From an optimization exercise on the open Yosys and OpenROAD flow, aimed at small area; shortcuts taken in it are not production practice.
The RTL was checked by simulation tests, not by an equivalence proof against the original design.

Setup of run X:
==> flow/design.v (excerpt) <==
module top(
      clk,
      rst,
      srx_c,
      srx_d,
      pwm_a,
      pwm_b,
      led1,
      led2,
      led3,
      led4,
      led5,
      led6,
      output_switch0,
      output_switch1,
      output_switch2,
      output_switch3,
      output0_from_A,
      output1_from_A,
      output2_from_A,
      output3_from_A,
      output0_from_B,
      output1_from_B,
      output2_from_B,
      output3_from_B,
      sw0,
      sw1,
      sw2,
      reset_CPUA_pad,
      reset_CPUB_pad,
      power_on_A_pad,
      power_on_B_pad,
      GPIO_A,
      GPIO_B
    );
input clk;
input rst;
input srx_c;
input srx_d;
input pwm_a;
input pwm_b;
output led1;
output led2;
output led3;
output led4;
output led5;
output led6;
output GPIO_A;
output GPIO_B;
output sw0;
output sw1;
output sw2;
output reset_CPUA_pad;
output reset_CPUB_pad;
output power_on_A_pad;
output power_on_B_pad;
output [7:0] output_switch0;
output [7:0] output_switch1;
output [7:0] output_switch2;
output [7:0] output_switch3;
input  [7:0] output0_from_A;
input  [7:0] output1_from_A;
input  [7:0] output2_from_A;
input  [7:0] output3_from_A;
input  [7:0] output0_from_B;
input  [7:0] output1_from_B;
input  [7:0] output2_from_B;
input  [7:0] output3_from_B;
wire switch;
wire bad_a, bad_b;      
wire debug_mode;
wire reset_A, reset_B;
wire pwr_A, pwr_B;
reg [7:0] os0, os1, os2, os3;
always @(posedge clk) begin
  os0 <= switch ? output0_from_B : output0_from_A;
  os1 <= switch ? output1_from_B : output1_from_A;
  os2 <= switch ? output2_from_B : output2_from_A;
  os3 <= switch ? output3_from_B : output3_from_A;
end
assign output_switch0 = os0;
assign output_switch1 = os1;
assign output_switch2 = os2;
assign output_switch3 = os3;
assign {sw0, sw1, sw2} = {switch, switch, switch};
assign led1 = switch;
assign led2 = ~switch;
assign GPIO_A = ~switch;
assign GPIO_B = switch;
assign led3 = bad_a;
assign led4 = bad_b;
assign led5 = ok_r;
assign led6 = ~debug_mode;
assign reset_CPUA_pad = reset_A;
assign reset_CPUB_pad = reset_B;
assign power_on_A_pad = pwr_A;
assign power_on_B_pad = pwr_B;
sc_pulse pulse_a(.clk(clk), .rst(rst), .pwm(pwm_a), .io_n(bad_a));
sc_pulse pulse_b(.clk(clk), .rst(rst), .pwm(pwm_b), .io_n(bad_b));
reg en;
  ...
Size: ~1,900 cells after synthesis, ~540 flip-flops, about 120 I/O pins.
Settings: LEC_CHECK=0, CAP_MARGIN=20, CORE_MARGIN=2, CORE_UTILIZATION=65, PLACE_DENSITY=0.75, SLEW_MARGIN=20; clock period 8.0 ns.
standard.sh (not shown) runs the stock make flow with config.mk's settings and CLKGATE_MAP_FILE= SYNTH_SCRIPT=/design/flow/synth_recipe.tcl, a recipe that flattens the netlist after the stock synthesis.
==> flow/flow/run.sh <==
#!/bin/bash
# Own layout flow: the standard flow (standard.sh) with two ORFS
# variables changed:
#   - port buffers use the smallest buffer cell (buf_1);
#   - clock tree: clkbuf_4 leaf clusters of at most 10 sinks, no dummy loads.
# Everything else (synthesis, floorplan, power grid, taps, routing) is the
# standard flow's. The full make output goes to flow_make.log here.
set -uo pipefail
bash standard.sh \
  "BUFFER_PORTS_ARGS=-buffer_cell sky130_fd_sc_hd__buf_1" \
  "CTS_ARGS=-sink_clustering_enable -repair_clock_nets -dont_use_dummy_load -buf_list sky130_fd_sc_hd__clkbuf_4 -sink_clustering_size 10 -sink_clustering_max_diameter 50" \
  finish > flow_make.log 2>&1
status=$?
tail -n 30 flow_make.log
exit $status
#### Input delta (run C over run X)
--- a/flow/design.v
+++ b/flow/design.v
@@ -109,30 +109,29 @@
            .push(push_a), .nz(nz_a), .head(head_a));
 sc_rx rx_b(.clk(clk), .rst(rst), .en(en), .srx(srx_d), .pop(pop), .rd(sel),
            .push(push_b), .nz(nz_b), .head(head_b));
 localparam [14:0] IDLE_HIT = 15'b001010011111011;    
 localparam [14:0] PM15 = 15'b010101010101010;
 localparam [13:0] PM14 = 14'b10101010101010;
-reg [14:0] la, lb;       
-reg        fla, flb;
+reg [14:0] la;           
+reg        fl;
 reg        cto, cto_d, sel;    
+wire       push_any = push_a | push_b;
 reg [9:0]  na, nb;
 function [14:0] lfsr15;
   input [14:0] x;
   lfsr15 = {x[13:0], ~(x[14] ^ x[13])};
 endfunction
 function [13:0] lfsr14;
   input [13:0] x;
   lfsr14 = {x[12:0], ~(x[13] ^ x[12])};
 endfunction
 always @(posedge clk) begin
-  la  <= ((rst | push_a) ? 15'd0 : lfsr15(la ^ PM15)) ^ PM15;
-  lb  <= ((rst | push_b) ? 15'd0 : lfsr15(lb ^ PM15)) ^ PM15;
-  fla <= ~rst & ~push_a & (fla | (la == (IDLE_HIT ^ PM15)));
-  flb <= ~rst & ~push_b & (flb | (lb == (IDLE_HIT ^ PM15)));
-  cto <= ~rst & fla & flb;
+  la  <= ((rst | push_any) ? 15'd0 : lfsr15(la ^ PM15)) ^ PM15;
+  fl  <= ~rst & ~push_any & (fl | (la == (IDLE_HIT ^ PM15)));
+  cto <= ~rst & fl;
 end
 always @(posedge clk)
   if (rst) begin
     na <= 10'd0; nb <= 10'd0;
     cto_d <= 1'b0;
     sel <= 1'b0;
@@ -253,32 +252,28 @@
 wire fpc_B  = act & g1 & cls[1];
 wire fda    = act_d & g1 & ~cls[1];
 wire fdb    = act_d & g1 & cls[1];
 wire cpw_A  = cls[0];
 wire cpw_B  = cls[0];
 localparam [13:0] RST_HIT = 14'b01100001001011;    
-reg        rsa, rsb, dla, dlb;
-reg [13:0] ka, kb;       
-wire       eq_a   = (ka == (RST_HIT ^ PM14));
-wire       eq_b   = (kb == (RST_HIT ^ PM14));
-wire       done_a = eq_a | dla;
-wire       done_b = eq_b | dlb;
+reg        rsa, rsb, dlk;
+reg [13:0] kc;           
+wire       eq_k   = (kc == (RST_HIT ^ PM14));
+wire       done_k = eq_k | dlk;
 assign reset_A = rsa;
 assign reset_B = rsb;
 always @(posedge clk) begin
-  ka  <= ((rst | ~rsa) ? 14'd0 : lfsr14(ka ^ PM14)) ^ PM14;
-  kb  <= ((rst | ~rsb) ? 14'd0 : lfsr14(kb ^ PM14)) ^ PM14;
-  dla <= ~rst & eq_a;
-  dlb <= ~rst & eq_b;
+  kc  <= ((rst | ~(rsa | rsb)) ? 14'd0 : lfsr14(kc ^ PM14)) ^ PM14;
+  dlk <= ~rst & eq_k;
 end
 always @(posedge clk)
   if (rst) begin
     rsa <= 1'b0; rsb <= 1'b0;
   end else begin
-    if (done_a) rsa <= 1'b0; else if (reset_a_flag) rsa <= 1'b1;
-    if (done_b) rsb <= 1'b0; else if (reset_b_flag) rsb <= 1'b1;
+    if (done_k) rsa <= 1'b0; else if (reset_a_flag) rsa <= 1'b1;
+    if (done_k) rsb <= 1'b0; else if (reset_b_flag) rsb <= 1'b1;
   end
 localparam [14:0] FAIL_HIT = 15'b010001011110011;    
 reg        cur_A, cur_B, nxt_A, nxt_B, afl, bfl, sw_r;
 reg [14:0] fa, fb;       
 reg        a_fail, b_fail;
 wire       a_ff = ((bad_a & cur_A) | afl) & ~debug_mode;
==> comparison <==
- Total non-filler cell area in the finished layout is higher on run X
- Compared with run X, in run C relative area change from synthesis to final layout has decreased, maximum frequency has increased, met2 capacity usage during global routing has increased, post-synthesis compound-gate area fraction has remained practically unchanged.
- Delta (run C minus run X): final period utilization down 0.95 points, synthesized cell count shrank by 93, share of final-layout standard cells stronger than drive strength 1 went down 0.50 points, worst setup slack saw an increase.
- Sort run C and run X by final-layout worst hold slack, descending, and run C comes first.

==> what the ideal ports hide <==
The results above use ideal ports. As a check the final layouts listed here were re-extracted and re-timed, cells and wires unchanged. Step 1 sets driving cells, clkbuf_16 on the clock port and buf_2 on the other inputs (assumed; they add their load-dependent delay and slew). Step 2 times the ports against the registers' clock, not the clock port: input delays grow and output delays shrink by t, the midpoint of the rising clock arrivals with the driver on. Slacks: ideal ports / drivers / drivers and shift; pairs: ideal ports / drivers.
run	t, ns	slack for setup (ns)	worst setup path at the end
run X	0.871	3.830 / 3.830 / 3.830	register to register
run C	0.805	3.906 / 3.906 / 3.906	register to register
After both steps setup and hold are still met in every run listed.
